This design comes from an exercise in tuning for small area and a short achievable clock period on the open sky130 flow, not from production work.
Function was checked by simulation only, so behaviour that the tests miss may differ from the original.
Power figures rest on the tool's default switching activity, not on a simulated workload.

== the reference run ==
==> flow/design.v <==
`timescale 1ns / 1ps
module single_cycle_cpu_interrupt (clock, resetn, inst, d_f_mem, pc, m_addr, d_t_mem, wmem, rmem, intr0, intr1);
    input  clock, resetn;
    input  [31:0] inst;
    input  [31:0] d_f_mem;
    output [31:0] pc;
    output [31:0] m_addr;
    output [31:0] d_t_mem;
    output wmem;
    output rmem;
    input  intr0;
    input  intr1;
    wire [5:0]  op  = inst[31:26];
    wire [4:0]  rs  = inst[25:21];
    wire [4:0]  rt  = inst[20:16];
    wire [4:0]  rd  = inst[15:11];
    wire [4:0]  sa  = inst[10:6];
    wire [5:0]  fn  = inst[5:0];
    wire [15:0] imm = inst[15:0];
    wire rtype  = (op == 6'h00);
    wire i_add  = rtype & (fn == 6'h20);
    wire i_sub  = rtype & (fn == 6'h22);
    wire i_and  = rtype & (fn == 6'h24);
    wire i_or   = rtype & (fn == 6'h25);
    wire i_xor  = rtype & (fn == 6'h26);
    wire i_slt  = rtype & (fn == 6'h2a);
    wire i_shf  = rtype & (fn[5:3] == 3'b000) & (fn[1:0] != 2'b01);   
    wire i_jr   = rtype & (fn == 6'h08);
    wire i_addi = (op == 6'h08);
    wire i_andi = (op == 6'h0c);
    wire i_ori  = (op == 6'h0d);
    wire i_xori = (op == 6'h0e);
    wire i_slti = (op == 6'h0a);
    wire i_lw   = (op == 6'h23);
    wire i_sw   = (op == 6'h2b);
    wire i_beq  = (op == 6'h04);
    wire i_bne  = (op == 6'h05);
    wire i_lui  = (op == 6'h0f);
    wire i_j    = (op == 6'h02);
    wire i_jal  = (op == 6'h03);
    wire i_eret = (op == 6'h10) & inst[25] & (fn == 6'h18);
    wire wreg = i_add | i_sub | i_and | i_or | i_xor | i_slt | i_shf |
                i_addi | i_andi | i_ori | i_xori | i_slti | i_lw | i_lui | i_jal;
    wire [4:0] dest = i_jal ? 5'd31 : (rtype ? rd : rt);
    wire [31:0] wd;
    wire [31:1] we;
    wire [31:0] q [1:31];
    genvar g, i;
    generate
        for (g = 1; g < 32; g = g + 1) begin : R
            assign we[g] = wreg & (dest == g);
            wire [31:0] d;
            reg  [31:0] r;
            always @(posedge clock) r <= d;
            assign q[g] = r;
            for (i = 0; i < 32; i = i + 1) begin : B
                rf_hold h (.we(we[g]), .wen(~we[g]), .d(wd[i]), .q(r[i]), .y(d[i]));
            end
        end
    endgenerate
    wire [31:1] sela, selb;
    generate
        for (g = 1; g < 32; g = g + 1) begin : S
            assign sela[g] = (rs == g);
            assign selb[g] = (rt == g);
        end
    endgenerate
    wire [31:0] a, b, am;
    generate
        for (i = 0; i < 32; i = i + 1) begin : P
            wire [9:0] na, nb;
            wire [2:0] xa, xb;
            wire       an, bn, amn;
            for (g = 0; g < 10; g = g + 1) begin : G
                rf_sel3 ua (.s0(sela[3*g+1]), .s1(sela[3*g+2]), .s2(sela[3*g+3]),
                            .d0(q[3*g+1][i]), .d1(q[3*g+2][i]), .d2(q[3*g+3][i]),
                            .y(na[g]));
                rf_sel3 ub (.s0(selb[3*g+1]), .s1(selb[3*g+2]), .s2(selb[3*g+3]),
                            .d0(q[3*g+1][i]), .d1(q[3*g+2][i]), .d2(q[3*g+3][i]),
                            .y(nb[g]));
            end
            rf_nand4 a0 (.a(na[0]), .b(na[1]), .c(na[2]), .d(na[3]), .y(xa[0]));
            rf_nand4 a1 (.a(na[4]), .b(na[5]), .c(na[6]), .d(na[7]), .y(xa[1]));
            rf_nand3 a2 (.a(na[8]), .b(na[9]), .c(~(sela[31] & q[31][i])), .y(xa[2]));
            rf_nor3  a3 (.a(xa[0]), .b(xa[1]), .c(xa[2]), .y(an));
            rf_nor3  a4 (.a(xa[0]), .b(xa[1]), .c(xa[2]), .y(amn));
            rf_nand4 b0 (.a(nb[0]), .b(nb[1]), .c(nb[2]), .d(nb[3]), .y(xb[0]));
            rf_nand4 b1 (.a(nb[4]), .b(nb[5]), .c(nb[6]), .d(nb[7]), .y(xb[1]));
            rf_nand3 b2 (.a(nb[8]), .b(nb[9]), .c(~(selb[31] & q[31][i])), .y(xb[2]));
            rf_nor3  b3 (.a(xb[0]), .b(xb[1]), .c(xb[2]), .y(bn));
            assign a[i]  = ~an;
            assign am[i] = ~amn;
            assign b[i]  = ~bn;
        end
    endgenerate
    wire        sext   = i_addi;
    wire [31:0] immx   = {{16{sext & imm[15]}}, imm};
    wire        use_b  = rtype | i_beq | i_bne;
    wire [31:0] opb    = use_b ? b : immx;
    wire        subx   = rtype ? (fn[1] & ~fn[2]) : i_slti;   
    wire [31:0] bb     = opb ^ {32{subx}};
    wire [31:0] p      = a ^ bb;
    wire [31:0] gg     = a & bb;
    wire [31:0] gk [0:5];
    wire [31:0] pk [0:5];
    assign gk[0] = {gg[31:1], gg[0] | (p[0] & subx)};
    assign pk[0] = p;
    genvar l;
    generate
        for (l = 0; l < 5; l = l + 1) begin : KS
            for (i = 0; i < 32; i = i + 1) begin : N
                if (i >= (1 << l)) begin : C
                    ks_node n (.gi(gk[l][i]), .pi(pk[l][i]), .gj(gk[l][i - (1 << l)]),
                               .pj(pk[l][i - (1 << l)]), .go(gk[l+1][i]), .po(pk[l+1][i]));
                end else begin : W
                    assign gk[l+1][i] = gk[l][i];
                    assign pk[l+1][i] = pk[l][i];
                end
            end
        end
    endgenerate
    wire [31:0] sum = p ^ {gk[5][30:0], subx};
    wire        lt  = ~gk[5][31];                        
    wire [31:0] x_and = gg;
    wire [31:0] x_or  = gg | p;
    wire [31:0] x_xor = p;
    wire        eq    = ~|p;
    wire        left  = ~fn[1];
    wire        fill  = fn[0] & b[31];
    wire [4:0]  shamt = fn[2] ? a[4:0] : sa;
    wire        big   = fn[2] & (|a[31:5]);
    reg  [31:0] bx, sr, shres;
    integer k;
    always @(*) begin
        for (k = 0; k < 32; k = k + 1) bx[k] = left ? b[31-k] : b[k];
        sr = $signed({fill, bx}) >>> shamt;
        if (big) sr = {32{fill}};
        for (k = 0; k < 32; k = k + 1) shres[k] = left ? sr[31-k] : sr[k];
    end
    reg  [31:0] pc, epc;
    reg         ie;
    wire [29:0] pu = pc[31:2];
    wire [7:0]  gall;                                    
    wire [7:0]  gin;                                     
    wire [29:0] pinc;
    generate
        for (i = 0; i < 8; i = i + 1) begin : IG
            if (i < 7) begin : F
                assign gall[i] = &pu[4*i+3:4*i];
            end else begin : L
                assign gall[i] = &pu[29:28];
            end
            if (i == 0) begin : Z
                assign gin[i] = 1'b1;
            end else begin : NZ
                assign gin[i] = &gall[i-1:0];
            end
        end
        for (i = 0; i < 30; i = i + 1) begin : IB
            if (i % 4 == 0) begin : Z
                assign pinc[i] = pu[i] ^ gin[i/4];
            end else begin : NZ
                assign pinc[i] = pu[i] ^ (gin[i/4] & (&pu[i-1:4*(i/4)]));
            end
        end
    endgenerate
    wire [31:0] pc4 = {pinc, pc[1:0]};
    wire [29:0] bo  = {{14{imm[15]}}, imm};
    wire [29:0] bp  = pu ^ bo;                           
    wire [29:0] bg  = pu & bo;
    wire [29:0] bg0 = {bg[29:1], bg[0] | bp[0]};
    reg  [29:0] cg, cp, bc;
    integer m, n, st;
    always @(*) begin
        cg = bg0; cp = bp;
        for (st = 1; st < 32; st = st * 2)
            for (n = 2 * st - 1; n < 30; n = n + 2 * st) begin
                cg[n] = cg[n] | (cp[n] & cg[n - st]);
                cp[n] = cp[n] & cp[n - st];
            end
        for (st = 8; st >= 1; st = st / 2)
            for (n = 3 * st - 1; n < 30; n = n + 2 * st) begin
                cg[n] = cg[n] | (cp[n] & cg[n - st]);
                cp[n] = cp[n] & cp[n - st];
            end
        bc = {cg[28:0], 1'b1};                           
    end
    wire [31:0] brt   = {bp ^ bc, pc[1:0]};
    wire [31:0] jt    = {pc4[31:28], inst[25:0], 2'b00};
    wire        taken = (i_beq & eq) | (i_bne & ~eq);
    wire [31:0] next_pc = i_jr ? a : (i_j | i_jal) ? jt : taken ? brt : pc4;
    wire sel_add = i_add | i_sub | i_addi;
    wire sel_lt  = i_slt | i_slti;
    wire sel_and = i_and | i_andi;
    wire sel_or  = i_or  | i_ori;
    wire sel_xor = i_xor | i_xori;
    wire [31:0] wd_early = ({32{sel_and}} & x_and) |
                           ({32{sel_or }} & x_or) |
                           ({32{sel_xor}} & x_xor) |
                           ({32{i_shf  }} & shres) |
                           ({32{i_lui  }} & {imm, 16'h0}) |
                           ({32{i_jal  }} & pc4) |
                           ({32{i_lw   }} & d_f_mem) |
                           {31'h0, sel_add & sum[0]};
    rf_ao21 w0 (.a(sel_lt), .b(lt), .c(wd_early[0]), .y(wd[0]));
    generate
        for (i = 1; i < 32; i = i + 1) begin : WD
            rf_ao21 w (.a(sel_add), .b(sum[i]), .c(wd_early[i]), .y(wd[i]));
        end
    endgenerate
    wire [31:0] mim = {{16{imm[15]}}, imm};
    wire [31:0] mp  = am ^ mim;
    wire [31:0] mgk [0:5];
    wire [31:0] mpk [0:5];
    assign mgk[0] = am & mim;
    assign mpk[0] = mp;
    generate
        for (l = 0; l < 5; l = l + 1) begin : MKS
            for (i = 0; i < 32; i = i + 1) begin : N
                if (i >= (1 << l)) begin : C
                    ks_node n (.gi(mgk[l][i]), .pi(mpk[l][i]), .gj(mgk[l][i - (1 << l)]),
                               .pj(mpk[l][i - (1 << l)]), .go(mgk[l+1][i]), .po(mpk[l+1][i]));
                end else begin : W
                    assign mgk[l+1][i] = mgk[l][i];
                    assign mpk[l+1][i] = mpk[l][i];
                end
            end
        end
    endgenerate
    assign m_addr  = mp ^ {mgk[5][30:0], 1'b0};
    assign d_t_mem = b;
    assign wmem    = i_sw;
    assign rmem    = i_lw;
    always @(posedge clock or negedge resetn) begin
        if (!resetn) begin
            pc  <= 32'h0;
            epc <= 32'h0;
            ie  <= 1'b1;
        end else if (i_eret) begin
            pc  <= epc;
            ie  <= 1'b1;
        end else if (ie && (intr0 || intr1)) begin
            epc <= next_pc;
            pc  <= intr0 ? 32'h08 : 32'h10;
            ie  <= 1'b0;
        end else begin
            pc  <= next_pc;
        end
    end
endmodule
module rf_hold (we, wen, d, q, y);
    input we, wen, d, q;
    output y;
    assign y = (we & d) | (wen & q);
endmodule
module rf_sel3 (s0, s1, s2, d0, d1, d2, y);
    input s0, s1, s2, d0, d1, d2;
    output y;
    assign y = ~((s0 & d0) | (s1 & d1) | (s2 & d2));
endmodule
module rf_nand4 (a, b, c, d, y);
    input a, b, c, d;
    output y;
    assign y = ~(a & b & c & d);
endmodule
module rf_nand3 (a, b, c, y);
    input a, b, c;
    output y;
    assign y = ~(a & b & c);
endmodule
module rf_nor3 (a, b, c, y);
    input a, b, c;
    output y;
    assign y = ~(a | b | c);
endmodule
module ks_node (gi, pi, gj, pj, go, po);
    input gi, pi, gj, pj;
    output go, po;
    assign go = gi | (pi & gj);
    assign po = pi & pj;
endmodule
module rf_ao21 (a, b, c, y);
    input a, b, c;
    output y;
    assign y = (a & b) | c;
endmodule
make LEC_CHECK=0 CAP_MARGIN=20 CORE_MARGIN=2 CORE_UTILIZATION=45 CTS_BUF_LIST=sky130_fd_sc_hd__clkbuf_16 CTS_CLUSTER_DIAMETER=70 CTS_CLUSTER_SIZE=24 SETUP_SLACK_MARGIN=4 SLEW_MARGIN=20 SYNTH_HIERARCHICAL=1 SYNTH_MINIMUM_KEEP_SIZE=0 finish   # period 12.5 ns
run.sh (not shown) runs the stock make flow with config.mk's settings and CLKGATE_MAP_FILE= SYNTH_SCRIPT=/design/flow/synth_recipe.tcl, a recipe that flattens the netlist after the stock synthesis.
## Diff of input files: the trial run against the reference run
diff --git a/flow/design.v b/flow/design.v
--- a/flow/design.v
+++ b/flow/design.v
@@ -109,35 +109,42 @@
     generate
         for (l = 0; l < 5; l = l + 1) begin : KS
             for (i = 0; i < 32; i = i + 1) begin : N
                 if (i >= (1 << l)) begin : C
-                    ks_node n (.gi(gk[l][i]), .pi(pk[l][i]), .gj(gk[l][i - (1 << l)]),
-                               .pj(pk[l][i - (1 << l)]), .go(gk[l+1][i]), .po(pk[l+1][i]));
+                    if (l % 2 == 0) begin : E
+                        ks_an n (.gi(gk[l][i]), .pi(pk[l][i]), .gj(gk[l][i - (1 << l)]),
+                                 .pj(pk[l][i - (1 << l)]), .go(gk[l+1][i]), .po(pk[l+1][i]));
+                    end else begin : O
+                        ks_oa n (.gi(gk[l][i]), .pi(pk[l][i]), .gj(gk[l][i - (1 << l)]),
+                                 .pj(pk[l][i - (1 << l)]), .go(gk[l+1][i]), .po(pk[l+1][i]));
+                    end
                 end else begin : W
-                    assign gk[l+1][i] = gk[l][i];
-                    assign pk[l+1][i] = pk[l][i];
+                    assign gk[l+1][i] = ~gk[l][i];
+                    assign pk[l+1][i] = ~pk[l][i];
                 end
             end
         end
     endgenerate
-    wire [31:0] sum = p ^ {gk[5][30:0], subx};
-    wire        lt  = ~gk[5][31];                        
+    wire [31:0] sum = p ^ {~gk[5][30:0], subx};
+    wire        lt  = gk[5][31];                         
     wire [31:0] x_and = gg;
     wire [31:0] x_or  = gg | p;
     wire [31:0] x_xor = p;
     wire        eq    = ~|p;
     wire        left  = ~fn[1];
     wire        fill  = fn[0] & b[31];
     wire [4:0]  shamt = fn[2] ? a[4:0] : sa;
     wire        big   = fn[2] & (|a[31:5]);
-    reg  [31:0] bx, sr, shres;
+    reg  [31:0] bx, sr, srr;
     integer k;
     always @(*) begin
         for (k = 0; k < 32; k = k + 1) bx[k] = left ? b[31-k] : b[k];
         sr = $signed({fill, bx}) >>> shamt;
-        if (big) sr = {32{fill}};
-        for (k = 0; k < 32; k = k + 1) shres[k] = left ? sr[31-k] : sr[k];
+        for (k = 0; k < 32; k = k + 1) srr[k] = sr[31-k];
     end
+    wire sel_shr  = i_shf & ~left & ~big;
+    wire sel_shl  = i_shf & left & ~big;
+    wire sel_fill = i_shf & big & fill;
     reg  [31:0] pc, epc;
     reg         ie;
     wire [29:0] pu = pc[31:2];
     wire [7:0]  gall;                                    
@@ -196,9 +203,11 @@
     wire sel_xor = i_xor | i_xori;
     wire [31:0] wd_early = ({32{sel_and}} & x_and) |
                            ({32{sel_or }} & x_or) |
                            ({32{sel_xor}} & x_xor) |
-                           ({32{i_shf  }} & shres) |
+                           ({32{sel_shr}} & sr) |
+                           ({32{sel_shl}} & srr) |
+                           {32{sel_fill}} |
                            ({32{i_lui  }} & {imm, 16'h0}) |
                            ({32{i_jal  }} & pc4) |
                            ({32{i_lw   }} & d_f_mem) |
                            {31'h0, sel_add & sum[0]};
@@ -217,18 +226,23 @@
     generate
         for (l = 0; l < 5; l = l + 1) begin : MKS
             for (i = 0; i < 32; i = i + 1) begin : N
                 if (i >= (1 << l)) begin : C
-                    ks_node n (.gi(mgk[l][i]), .pi(mpk[l][i]), .gj(mgk[l][i - (1 << l)]),
-                               .pj(mpk[l][i - (1 << l)]), .go(mgk[l+1][i]), .po(mpk[l+1][i]));
+                    if (l % 2 == 0) begin : E
+                        ks_an n (.gi(mgk[l][i]), .pi(mpk[l][i]), .gj(mgk[l][i - (1 << l)]),
+                                 .pj(mpk[l][i - (1 << l)]), .go(mgk[l+1][i]), .po(mpk[l+1][i]));
+                    end else begin : O
+                        ks_oa n (.gi(mgk[l][i]), .pi(mpk[l][i]), .gj(mgk[l][i - (1 << l)]),
+                                 .pj(mpk[l][i - (1 << l)]), .go(mgk[l+1][i]), .po(mpk[l+1][i]));
+                    end
                 end else begin : W
-                    assign mgk[l+1][i] = mgk[l][i];
-                    assign mpk[l+1][i] = mpk[l][i];
+                    assign mgk[l+1][i] = ~mgk[l][i];
+                    assign mpk[l+1][i] = ~mpk[l][i];
                 end
             end
         end
     endgenerate
-    assign m_addr  = mp ^ {mgk[5][30:0], 1'b0};
+    assign m_addr  = mp ^ {~mgk[5][30:0], 1'b0};
     assign d_t_mem = b;
     assign wmem    = i_sw;
     assign rmem    = i_lw;
     always @(posedge clock or negedge resetn) begin
@@ -272,13 +286,19 @@
     input a, b, c;
     output y;
     assign y = ~(a | b | c);
 endmodule
-module ks_node (gi, pi, gj, pj, go, po);
+module ks_an (gi, pi, gj, pj, go, po);
     input gi, pi, gj, pj;
     output go, po;
-    assign go = gi | (pi & gj);
-    assign po = pi & pj;
+    assign go = ~(gi | (pi & gj));
+    assign po = ~(pi & pj);
+endmodule
+module ks_oa (gi, pi, gj, pj, go, po);
+    input gi, pi, gj, pj;
+    output go, po;
+    assign go = ~(gi & (pi | gj));
+    assign po = ~(pi | pj);
 endmodule
 module rf_ao21 (a, b, c, y);
     input a, b, c;
     output y;
Notes after the runs:
The lower final design instance area without fill came out of the trial run. Of the trial run and the reference run, the lower share of the cycle needed by the critical path after routing belongs to the trial run. Compared with the reference run, in the trial run power now sits lower; met1 capacity usage during global routing grew by 1.6 points; layout cell share with drive strength beyond 1 rose 3.9 points; clock latency on the worst-skew pair fell by 0.04 ns; count of plain and timing-repair buffers in the layout down 11. The trial run vs the reference run, end point of the critical path: d_t_mem[17] vs m_addr[3].

static timing again, ports no longer ideal:
How much do the figures lean on ideal ports? The routed layouts below were timed once more, with nothing changed but the port constraints. Step 1 sets driving cells, clkbuf_16 on the clock port and buf_2 on the other inputs (assumed; they add their load-dependent delay and slew). Step 2 times the ports against the registers' clock, not the clock port: input delays grow and output delays shrink by t, the midpoint of the rising clock arrivals with the driver on. a / b / c = no drivers / after step 1 / after step 2; a / b = the first two.
run | t, ns | setup WS [ns] | hold WS [ns] | slew at the worst register clock pin (ns) | pins driven straight from the clock port
the reference run | 0.783 | 3.617 / 3.376 / 3.022 | 0.477 / 0.477 / 0.477 | 0.10 / 0.10 | 1
the trial run | 0.768 | 3.810 / 3.728 / 2.995 | 0.490 / 0.490 / 0.490 | 0.10 / 0.10 | 1
After both steps every run listed still meets setup and hold. For the trial run, which loses most, drivers alone change the setup slack by -0.082 ns; drivers and shift together by -0.815 ns.
